What follows belongs to an exercise in optimizing a design on an open flow for small area and a short achievable clock period; a production flow would make more cautious choices.
At most, simulation tests tie the RTL to the original design; equivalence was not proved.
Power figures rest on the tool's default switching activity, not on a simulated workload.

==> 08-25: inputs <==
## float_copro
module float_copro
   (
    input  logic        clk,
    input  logic        copro_valid,
    input  logic        copro_accept,
    input  logic [10:0] copro_opcode,
    input  logic [31:0] copro_op0,
    input  logic [31:0] copro_op1,
    output logic        copro_complete,
    output logic [31:0] copro_result
    );
==> flow/config.mk <==
export PLATFORM = sky130hd
export DESIGN_NAME = float_copro
export DESIGN_NICKNAME = float_copro
export VERILOG_FILES = /design/flow/design.v
export SDC_FILE = /design/flow/constraint.sdc
export NUM_CORES = 4
export LEC_CHECK = 0
export CAP_MARGIN = 20
export CORE_MARGIN = 2
export CORE_UTILIZATION = 65
export SLEW_MARGIN = 20
==> flow/constraint.sdc <==
create_clock -name core_clock -period 14.0 [get_ports {clk}]
set_input_delay 2.8000 -clock core_clock [delete_from_list [all_inputs] [get_ports {clk}]]
set_output_delay 2.8000 -clock core_clock [all_outputs]
set_load 0.01 [all_outputs]
standard.sh (not shown) runs the stock make flow with config.mk's settings and CLKGATE_MAP_FILE= SYNTH_SCRIPT=/design/flow/synth_recipe.tcl, a recipe that flattens the netlist after the stock synthesis.
==> flow/flow/run.sh <==
#!/bin/bash
# Standard ORFS layout (the standard.sh) with these changes:
#  - after the standard synthesis, flow/fixinv.py removes the inverters that
#    Yosys's full-adder extraction leaves between adder cells (it flips the
#    polarity of adder cells, which are self-dual), and the netlist is loaded
#    from the result;
#  - then flow/ksadd.py replaces the gates that add the upper result bits in
#    stage 2 (from the hs_r/hc_r propagate/generate registers and cy_r) by a
#    Kogge-Stone adder (kept only if Yosys proves the two netlists
#    equivalent);
#  - then flow/faexp.py rebuilds the full adders of the last tree levels
#    (depth 3 and more) from xor2 and maj3 cells, which are faster;
#  - ports are buffered with buf_1 cells (the standard flow picks a larger
#    delay cell); the resizer still sizes them up where timing needs it;
set -euo pipefail
MARGIN=${MARGIN:-9.5}
SPLIT=19      # S of gen/gen.py: result bits below it come from lo_r
R=orfs/results/$FLOW_PLATFORM/float_copro/base
bash standard.sh synth > log_synth.txt 2>&1
cp $R/1_2_yosys.v $R/1_2_yosys_orig.v
python3 flow/fixinv.py $R/1_2_yosys_orig.v $R/1_2_yosys_fixinv.v > log_fixinv.txt 2>&1
python3 flow/xorbal.py $R/1_2_yosys_fixinv.v $R/1_2_yosys_xorbal.v > log_xorbal.txt 2>&1
python3 flow/ksadd.py $R/1_2_yosys_xorbal.v $R/1_2_yosys_ksadd.v $SPLIT > log_ksadd.txt 2>&1
# keep the Kogge-Stone netlist only if Yosys proves it equivalent to the one before
LIB=$FLOW_HOME/platforms/$FLOW_PLATFORM/lib/sky130_fd_sc_hd__tt_025C_1v80.lib
cat > eq_ksadd.ys <<EOT
read_liberty -overwrite -ignore_miss_func $LIB
read_verilog $R/1_2_yosys_xorbal.v
rename float_copro gold
read_verilog $R/1_2_yosys_ksadd.v
rename float_copro gate
flatten gold gate
opt_clean
equiv_make gold gate eq
hierarchy -top eq
equiv_simple -seq 1
equiv_status -assert
EOT
if $FLOW_HOME/../tools/install/yosys/bin/yosys -q -s eq_ksadd.ys > log_eq_ksadd.txt 2>&1; then
  cp $R/1_2_yosys_ksadd.v $R/1_2_yosys_s2.v
else
  echo "ksadd netlist not proved equivalent; using the one before" >> log_eq_ksadd.txt
  cp $R/1_2_yosys_xorbal.v $R/1_2_yosys_s2.v
fi
python3 flow/faexp.py $R/1_2_yosys_s2.v $R/1_2_yosys.v 3 > log_faexp.txt 2>&1
rm -f $R/1_synth.odb $R/1_synth.sdc
bash standard.sh synth > log_synth_odb.txt 2>&1
for step in floorplan place cts route finish; do
  bash standard.sh SETUP_SLACK_MARGIN=$MARGIN \
    "BUFFER_PORTS_ARGS=-buffer_cell sky130_fd_sc_hd__buf_1" $step > log_$step.txt 2>&1
done
==> flow/flow/faexp.py <==
#!/usr/bin/env python3
"""Replace the full-adder cells of the last adder-tree levels by faster gates.

A sky130 full-adder cell is compact but slow from its inputs to SUM.  The
last levels of the product's adder tree lie on the longest paths of the
multiplier stage, so this script rebuilds each full adder whose depth (in
full adders from the registers) is at least MINDEPTH from two xor2 cells for
the sum and a maj3 cell for the carry.
Usage: faexp.py IN.v OUT.v MINDEPTH"""
import re, sys

inp, outp, mind = sys.argv[1], sys.argv[2], int(sys.argv[3])
LIB = "sky130_fd_sc_hd__"
OUTPINS = {"X", "Y", "Q", "Q_N", "COUT", "SUM", "HI", "LO"}
src = open(inp).read()
m = re.search(r"^\s*" + LIB, src, re.M)
head, body = src[:m.start()], src[m.start():]
end = body.rindex("endmodule")
tail, body = body[end:], body[:end]
inst_re = re.compile(r"\s*(" + LIB + r"\w+)\s+(\S+)\s*\((.*?)\);\s*", re.S)
pin_re = re.compile(r"\.(\w+)\(\s*(.*?)\s*\)\s*(?:,|$)", re.S)
cells, order = {}, []
pos = 0
while pos < len(body):
    mm = inst_re.match(body, pos)
    if not mm:
        if body[pos:].strip():
            sys.exit("unparsed netlist text: " + body[pos:pos + 200])
        break
    typ, name, pins = mm.groups()
    cells[name] = [typ, {p: n.strip() for p, n in pin_re.findall(pins.strip())}]
    order.append(name)
    pos = mm.end()
drv = {}
for c, (t, pm) in cells.items():
    for p, n in pm.items():
        if p in OUTPINS:
            drv[n] = c
def base(c):
    return cells[c][0][len(LIB):]
sys.setrecursionlimit(10000)
memo = {}
def depth(n):
    """full adders on the longest path from a register to net n"""
    if n in memo:
        return memo[n]
    memo[n] = 0
    c = drv.get(n)
    if c is None or base(c).startswith("df"):
        return 0
    d = max([depth(x) for p, x in cells[c][1].items() if p not in OUTPINS] + [0])
    if base(c).startswith("fa_"):
        d += 1
    memo[n] = d
    return d
fadepth = {c: depth(cells[c][1]["SUM"]) for c in order if base(c).startswith("fa_")}
nid = [0]
wires = []
count = 0
for c in list(order):
    if c not in cells or not base(c).startswith("fa_"):
        continue
    pm = cells[c][1]
    if fadepth[c] < mind:
        continue
    a, b, ci = pm["A"], pm["B"], pm["CIN"]
    nid[0] += 1
    t = f"_faexp_n{nid[0]}_"
    wires.append(t)
    del cells[c]
    cells[c + "_x1"] = [LIB + "xor2_1", {"A": a, "B": b, "X": t}]
    cells[c + "_x2"] = [LIB + "xor2_1", {"A": t, "B": ci, "X": pm["SUM"]}]
    cells[c + "_mj"] = [LIB + "maj3_1", {"A": a, "B": b, "C": ci, "X": pm["COUT"]}]
    order += [c + "_x1", c + "_x2", c + "_mj"]
    count += 1
def esc(n):
    return n + " " if n.startswith("\\") else n
def cname(n):
    return n if not n.startswith("\\") else n + " "
out = [head]
for w in wires:
    out.append(f"  wire {w};\n")
for c in order:
    if c in cells:
        t, pm = cells[c]
        out.append(f"  {t} {cname(c)} (\n" + ",\n".join(f"    .{p}({esc(n)})" for p, n in pm.items()) + "\n  );\n")
out.append(tail)
open(outp, "w").write("".join(out))
print(f"faexp: {count} full adders of depth >= {mind} rebuilt from gates", file=sys.stderr)
Other scripts of this flow, unchanged in this note and not shown: flow/flow/fixinv.py, flow/flow/ksadd.py, flow/flow/xorbal.py
==> 03-03: changes against 08-25 <==
--- a/flow/design.v
+++ b/flow/design.v
@@ -2,14 +2,14 @@
    input  logic [15:0] one,
    input  logic [15:0] two,
    input  logic [15:0] neg,
    input  logic [31:0] b,
    input  logic [31:0] c,
-   output logic [18:0] lo,
+   output logic [20:0] lo,
    output logic        lo_cy,
-   output logic [12:0] hi_s,
-   output logic [12:0] hi_c
+   output logic [10:0] hi_s,
+   output logic [10:0] hi_c
    );
    wire pp0_0;
    wire pp0_1;
    wire pp0_2;
    wire pp0_3;
@@ -1521,13 +1521,13 @@
    assign tx27 = tx26 ^ fc143;
    assign tx28 = tx27 ^ fc168;
    assign tx29 = tx28 ^ fc196;
    wire [31:0] rs = {tx29, fc195, fc194, fc193, fc192, fc191, fc190, fc189, fc188, fc187, fc186, fc185, fc184, fc183, fc182, fc181, fc180, fc179, fc178, fc177, fc176, fc175, fc174, fc173, fc172, fc171, fc170, hc29, hs29, hc28, hc27, pp0_0};
    wire [31:0] rc = {1'b0, fs196, fs195, fs194, fs193, fs192, fs191, fs190, fs189, fs188, fs187, fs186, fs185, fs184, fs183, fs182, fs181, fs180, fs179, fs178, fs177, fs176, fs175, fs174, fs173, fs172, fs171, fs170, fc169, fs169, hs28, hs27};
-   float_copro_add #(.N(19), .CI(0)) lo_add (.a(rs[18:0]), .b(rc[18:0]), .ci(1'b0), .y({lo_cy, lo}));
-   assign hi_s = rs[31:19] ^ rc[31:19];
-   assign hi_c = rs[31:19] & rc[31:19];
+   float_copro_add #(.N(21), .CI(0)) lo_add (.a(rs[20:0]), .b(rc[20:0]), .ci(1'b0), .y({lo_cy, lo}));
+   assign hi_s = rs[31:21] ^ rc[31:21];
+   assign hi_c = rs[31:21] & rc[31:21];
 endmodule
 module float_copro_enc (
    input  logic [31:0] a,
    input  logic        mul,
    input  logic        addsub,
@@ -1597,13 +1597,13 @@
    );
    logic [15:0] one_r, two_r, neg_r;
    assign one = one_r;
    assign two = two_r;
    assign neg = neg_r;
-   logic [18:0] lo_d, lo_r;
+   logic [20:0] lo_d, lo_r;
    logic        cy_d, cy_r;
-   logic [12:0] hs_d, hc_d, hs_r, hc_r;
+   logic [10:0] hs_d, hc_d, hs_r, hc_r;
    float_copro_dp datapath (
       .one(one), .two(two), .neg(neg), .b(b_r), .c(c_r),
       .lo(lo_d), .lo_cy(cy_d), .hi_s(hs_d), .hi_c(hc_d)
    );
    always_ff @(posedge clk) begin
@@ -1622,15 +1622,15 @@
          cnt <= 4'd0;
       else if (cnt != 4'd15)
          cnt <= cnt + 4'd1;
    end
    assign copro_complete = mul_r ? cnt >= 4'd2 : as_r ? cnt >= 4'd3 : cnt >= 4'd11;
-   wire [13:0] carry;
+   wire [11:0] carry;
    assign carry[0] = cy_r;
    genvar i;
    generate
-      for (i = 0; i < 13; i = i + 1) begin : hi_carry
+      for (i = 0; i < 11; i = i + 1) begin : hi_carry
          assign carry[i+1] = hc_r[i] | (hs_r[i] & carry[i]);
       end
    endgenerate
-   assign copro_result = {hs_r ^ carry[12:0], lo_r};
+   assign copro_result = {hs_r ^ carry[10:0], lo_r};
 endmodule
--- a/flow/flow/run.sh
+++ b/flow/flow/run.sh
@@ -6,17 +6,15 @@
 #    from the result;
 #  - then flow/ksadd.py replaces the gates that add the upper result bits in
 #    stage 2 (from the hs_r/hc_r propagate/generate registers and cy_r) by a
 #    Kogge-Stone adder (kept only if Yosys proves the two netlists
 #    equivalent);
-#  - then flow/faexp.py rebuilds the full adders of the last tree levels
-#    (depth 3 and more) from xor2 and maj3 cells, which are faster;
 #  - ports are buffered with buf_1 cells (the standard flow picks a larger
 #    delay cell); the resizer still sizes them up where timing needs it;
 set -euo pipefail
-MARGIN=${MARGIN:-9.5}
-SPLIT=19      # S of gen/gen.py: result bits below it come from lo_r
+MARGIN=${MARGIN:-9.7}
+SPLIT=21      # S of gen/gen.py: result bits below it come from lo_r
 R=orfs/results/$FLOW_PLATFORM/float_copro/base
 bash standard.sh synth > log_synth.txt 2>&1
 cp $R/1_2_yosys.v $R/1_2_yosys_orig.v
 python3 flow/fixinv.py $R/1_2_yosys_orig.v $R/1_2_yosys_fixinv.v > log_fixinv.txt 2>&1
 python3 flow/xorbal.py $R/1_2_yosys_fixinv.v $R/1_2_yosys_xorbal.v > log_xorbal.txt 2>&1
@@ -35,16 +33,15 @@
 hierarchy -top eq
 equiv_simple -seq 1
 equiv_status -assert
 EOT
 if $FLOW_HOME/../tools/install/yosys/bin/yosys -q -s eq_ksadd.ys > log_eq_ksadd.txt 2>&1; then
-  cp $R/1_2_yosys_ksadd.v $R/1_2_yosys_s2.v
+  cp $R/1_2_yosys_ksadd.v $R/1_2_yosys.v
 else
   echo "ksadd netlist not proved equivalent; using the one before" >> log_eq_ksadd.txt
-  cp $R/1_2_yosys_xorbal.v $R/1_2_yosys_s2.v
+  cp $R/1_2_yosys_xorbal.v $R/1_2_yosys.v
 fi
-python3 flow/faexp.py $R/1_2_yosys_s2.v $R/1_2_yosys.v 3 > log_faexp.txt 2>&1
 rm -f $R/1_synth.odb $R/1_synth.sdc
 bash standard.sh synth > log_synth_odb.txt 2>&1
 for step in floorplan place cts route finish; do
   bash standard.sh SETUP_SLACK_MARGIN=$MARGIN \
     "BUFFER_PORTS_ARGS=-buffer_cell sky130_fd_sc_hd__buf_1" $step > log_$step.txt 2>&1
removed: flow/flow/faexp.py
==> qor summary <==
	08-25	03-03
Highest fanout seen on the critical path	2	4
Die area	0.02576 mm²	0.02477 mm²
Worst-path clk slew	90 ps	80 ps
Sw Share	0.4514	0.4396
Multi-input gate share of total cell area	0.7046	0.6896
Total internal power	1.727 mW	1.802 mW
Run status	complete, no violations	complete, no violations
Final hold slack	582.7 ps	581.2 ps
Growth of design area from synthesis to finish	8.191%	13.31%
Final cell utilization of the core	0.7123	0.7451
Area post-placement	0.01635 mm²	0.01581 mm²
Layout net count	1940	1878
Iter 0 DRT Violations	1422	1436
Wire length on met2	19710 µm	20260 µm
Clock network power consumption	0.508 mW	0.481 mW
Origin of the critical flop-to-flop path	one_r[0]	one_r[1]
Global-route wire length before repair	68840 µm	67450 µm
Number of multi-input logic gates	1316	1174
Final worst-path cycle share	0.3243	0.3170
Core ar.	0.02418 mm²	0.02326 mm²
The RTL of 08-25 was laid out without a check of its function.


==> v35 <==
float_copro, a different RTL version from the one above (not shown whole).
clock: 14.0 ns
lec_check: 0
cap_margin: 20
core_margin: 2
core_utilization: 65
slew_margin: 20
==> flow/flow/run.sh <==
#!/bin/bash
# Standard ORFS layout (the standard.sh) with these changes:
#  - after the standard synthesis, flow/fixinv.py removes the inverters that
#    Yosys's full-adder extraction leaves between adder cells (it flips the
#    polarity of adder cells, which are self-dual), and the netlist is loaded
#    from the result;
#  - then flow/ksadd.py replaces the gates that add the upper result bits in
#    stage 2 (from the hs_r/hc_r/hp_r propagate/generate registers and cy_r) by a
#    Kogge-Stone adder (kept only if Yosys proves the two netlists
#    equivalent);
#  - then flow/faexp.py rebuilds the full adders of the last tree levels
#    (depth 3 and more) from xor2 and maj3 cells, which are faster;
#  - ports are buffered with buf_1 cells (the standard flow picks a larger
#    delay cell); the resizer still sizes them up where timing needs it;
set -euo pipefail
MARGIN=${MARGIN:-9.8}
SPLIT=19      # S of gen/gen.py: result bits below it come from lo_r
R=orfs/results/$FLOW_PLATFORM/float_copro/base
bash standard.sh synth > log_synth.txt 2>&1
cp $R/1_2_yosys.v $R/1_2_yosys_orig.v
python3 flow/fixinv.py $R/1_2_yosys_orig.v $R/1_2_yosys_fixinv.v > log_fixinv.txt 2>&1
python3 flow/xorbal.py $R/1_2_yosys_fixinv.v $R/1_2_yosys_xorbal.v > log_xorbal.txt 2>&1
python3 flow/ksadd.py $R/1_2_yosys_xorbal.v $R/1_2_yosys_ksadd.v $SPLIT pg2 > log_ksadd.txt 2>&1
# keep the Kogge-Stone netlist only if Yosys proves it equivalent to the one before
LIB=$FLOW_HOME/platforms/$FLOW_PLATFORM/lib/sky130_fd_sc_hd__tt_025C_1v80.lib
cat > eq_ksadd.ys <<EOT
read_liberty -overwrite -ignore_miss_func $LIB
read_verilog $R/1_2_yosys_xorbal.v
rename float_copro gold
read_verilog $R/1_2_yosys_ksadd.v
rename float_copro gate
flatten gold gate
opt_clean
equiv_make gold gate eq
hierarchy -top eq
equiv_simple -seq 1
equiv_status -assert
EOT
if $FLOW_HOME/../tools/install/yosys/bin/yosys -q -s eq_ksadd.ys > log_eq_ksadd.txt 2>&1; then
  cp $R/1_2_yosys_ksadd.v $R/1_2_yosys_s2.v
else
  echo "ksadd netlist not proved equivalent; using the one before" >> log_eq_ksadd.txt
  cp $R/1_2_yosys_xorbal.v $R/1_2_yosys_s2.v
fi
python3 flow/faexp.py $R/1_2_yosys_s2.v $R/1_2_yosys.v 3 > log_faexp.txt 2>&1
rm -f $R/1_synth.odb $R/1_synth.sdc
bash standard.sh synth > log_synth_odb.txt 2>&1
for step in floorplan place cts route finish; do
  bash standard.sh SETUP_SLACK_MARGIN=$MARGIN \
    "BUFFER_PORTS_ARGS=-buffer_cell sky130_fd_sc_hd__buf_1" $step > log_$step.txt 2>&1
done
Other scripts of this flow, unchanged in this note and not shown: flow/flow/faexp.py, flow/flow/fixinv.py, flow/flow/ksadd.py, flow/flow/xorbal.py
==> inputs of v25, as changes to v35 <==
--- a/flow/design.v
+++ b/flow/design.v
@@ -2,15 +2,15 @@
    input  logic [15:0] none,    
    input  logic [15:0] ntwo,
    input  logic [15:0] neg,
    input  logic [31:0] nb,      
    input  logic [31:0] c,
-   output logic [18:0] lo,
+   output logic [20:0] lo,
    output logic        lo_cy,
-   output logic [12:0] hi_s,
-   output logic [12:0] hi_c,
-   output logic [12:0] hi_p2
+   output logic [10:0] hi_s,
+   output logic [10:0] hi_c,
+   output logic [10:0] hi_p2
    );
    wire pp0_0;
    wire pp0_1;
    wire pp0_2;
    wire pp0_3;
@@ -1522,16 +1522,16 @@
    assign tx27 = tx26 ^ fc143;
    assign tx28 = tx27 ^ fc168;
    assign tx29 = tx28 ^ fc196;
    wire [31:0] rs = {tx29, fc195, fc194, fc193, fc192, fc191, fc190, fc189, fc188, fc187, fc186, fc185, fc184, fc183, fc182, fc181, fc180, fc179, fc178, fc177, fc176, fc175, fc174, fc173, fc172, fc171, fc170, hc29, hs29, hc28, hc27, pp0_0};
    wire [31:0] rc = {1'b0, fs196, fs195, fs194, fs193, fs192, fs191, fs190, fs189, fs188, fs187, fs186, fs185, fs184, fs183, fs182, fs181, fs180, fs179, fs178, fs177, fs176, fs175, fs174, fs173, fs172, fs171, fs170, fc169, fs169, hs28, hs27};
-   float_copro_add #(.N(19), .CI(0)) lo_add (.a(rs[18:0]), .b(rc[18:0]), .ci(1'b0), .y({lo_cy, lo}));
-   wire [12:0] up = rs[31:19] ^ rc[31:19];
-   wire [12:0] ug = rs[31:19] & rc[31:19];
+   float_copro_add #(.N(21), .CI(0)) lo_add (.a(rs[20:0]), .b(rc[20:0]), .ci(1'b0), .y({lo_cy, lo}));
+   wire [10:0] up = rs[31:21] ^ rc[31:21];
+   wire [10:0] ug = rs[31:21] & rc[31:21];
    assign hi_s = up;
-   assign hi_c = {ug[12:1] | (up[12:1] & ug[11:0]), ug[0]};
-   assign hi_p2 = {up[12:1] & up[11:0], 1'b0};
+   assign hi_c = {ug[10:1] | (up[10:1] & ug[9:0]), ug[0]};
+   assign hi_p2 = {up[10:1] & up[9:0], 1'b0};
 endmodule
 module float_copro_enc (
    input  logic [31:0] a,
    input  logic        mul,
    input  logic        addsub,
@@ -1602,14 +1602,14 @@
    );
    logic [15:0] none_r, ntwo_r, neg_r;    
    assign one = ~none_r;
    assign two = ~ntwo_r;
    assign neg = neg_r;
-   logic [18:0] lo_d, lo_r;
+   logic [20:0] lo_d, lo_r;
    logic        cy_d, cy_r;
-   logic [12:0] hs_d, hc_d, hs_r, hc_r;
-   logic [12:0] hp_d, hp_r;
+   logic [10:0] hs_d, hc_d, hs_r, hc_r;
+   logic [10:0] hp_d, hp_r;
    float_copro_dp datapath (
       .none(~one), .ntwo(~two), .neg(neg), .nb(nb_r), .c(c_r),
       .lo(lo_d), .lo_cy(cy_d), .hi_s(hs_d), .hi_c(hc_d), .hi_p2(hp_d)
    );
    always_ff @(posedge clk) begin
@@ -1631,16 +1631,16 @@
    end
    wire [3:0] cnt_nx = (cnt == 4'd15) ? cnt : cnt + 4'd1;
    assign done_d = copro_valid && !copro_accept &&
                    (mul_d ? cnt_nx >= 4'd2 : addsub_d ? cnt_nx >= 4'd3 : cnt_nx >= 4'd11);
    assign copro_complete = done_r;
-   wire [12:0] carry;
+   wire [10:0] carry;
    assign carry[0] = cy_r;
    assign carry[1] = hc_r[0] | (hs_r[0] & cy_r);
    genvar i;
    generate
-      for (i = 2; i < 13; i = i + 1) begin : hi_carry
+      for (i = 2; i < 11; i = i + 1) begin : hi_carry
          assign carry[i] = hc_r[i-1] | (hp_r[i-1] & carry[i-2]);
       end
    endgenerate
    assign copro_result = {hs_r ^ carry, lo_r};
 endmodule
--- a/flow/flow/run.sh
+++ b/flow/flow/run.sh
@@ -11,12 +11,12 @@
 #  - then flow/faexp.py rebuilds the full adders of the last tree levels
 #    (depth 3 and more) from xor2 and maj3 cells, which are faster;
 #  - ports are buffered with buf_1 cells (the standard flow picks a larger
 #    delay cell); the resizer still sizes them up where timing needs it;
 set -euo pipefail
-MARGIN=${MARGIN:-9.8}
-SPLIT=19      # S of gen/gen.py: result bits below it come from lo_r
+MARGIN=${MARGIN:-9.5}
+SPLIT=21      # S of gen/gen.py: result bits below it come from lo_r
 R=orfs/results/$FLOW_PLATFORM/float_copro/base
 bash standard.sh synth > log_synth.txt 2>&1
 cp $R/1_2_yosys.v $R/1_2_yosys_orig.v
 python3 flow/fixinv.py $R/1_2_yosys_orig.v $R/1_2_yosys_fixinv.v > log_fixinv.txt 2>&1
 python3 flow/xorbal.py $R/1_2_yosys_fixinv.v $R/1_2_yosys_xorbal.v > log_xorbal.txt 2>&1
==> qor summary <==
quantity                                                                   v35             v25
Status                                                          finished clean  finished clean
CP max stage delay                                                     0.35 ns         0.49 ns
Layout overhead on the synthesized area                                  9.37%           7.68%
Worst EP arrival                                                       1.54 ns         4.81 ns
Power of the combinational group                                       2.23 mW         2.39 mW
Net Sw Power                                                           1.54 mW         1.62 mW
# nets final                                                              1996            2011
Global-route total usage across every layer                              33.6%           34.1%
Sink count of the clock tree                                               173             169
Overall routed net length                                              43.8 mm         43.7 mm
Crit share post-route                                                    31.0%           31.6%
Number of ordinary and repair buffers in the finished layout               136             137
Post-Place Cells                                                          2007            2024
Wl on met1                                                             18.3 mm         18.5 mm
Remaining max-slew budget at the tightest pin                            52.3%           21.0%
Destination of the critical timing path                       copro_result[31]        lo_r[19]
Gp weighted congestion                                                   0.903           0.899
Number of gates on the worst path with buffers counted                       5              17
Met3 Use GR                                                              6.52%           7.15%
Syn_nets                                                                  1982            1999
Proportion of cell area occupied by multi-input gates                    68.2%           68.9%
Relative area of non-clock buffer cells in the final design              4.62%           4.14%
Minimum period implied by the final worst setup slack                  4.34 ns         4.42 ns
Die Wd                                                             160 microns     161 microns
Endpoint type of the worst setup path                              output port        register
Clock Power                                                           0.491 mW        0.504 mW
Number of sequential cells                                                 173             169
Function not checked in v35: the RTL went through the layout flow alone.

==> static timing again, ports no longer ideal <==
No port has a modelled driver above. Below, the same layouts with a new extraction and two added sets of constraints.
Step 1 assumes that a clkbuf_16 drives the clock port and a buf_2 every other input.
Step 2 moves the port delays by t, midway between the first and last clock arrival at a register: inputs arrive t later, outputs are due t later. That takes back most of the time a late clock gives input paths.
a / b / c = ideal ports / drivers / drivers and shift; a / b = the first two.
run | t, ns | setup WS [ns] | slew at the worst register clock pin (ns)
08-25 | 0.488 | 9.459 / 9.406 / 9.261 | 0.09 / 0.09
03-03 | 0.483 | 9.562 / 9.512 / 9.526 | 0.08 / 0.08
v35 | 0.489 | 9.663 / 9.612 / 9.754 | 0.09 / 0.09
v25 | 0.486 | 9.579 / 9.572 / 9.579 | 0.09 / 0.09
After both steps setup and hold are still met in every run listed. For 08-25, which loses most, drivers alone change the setup slack by -0.053 ns; drivers and shift together by -0.198 ns.
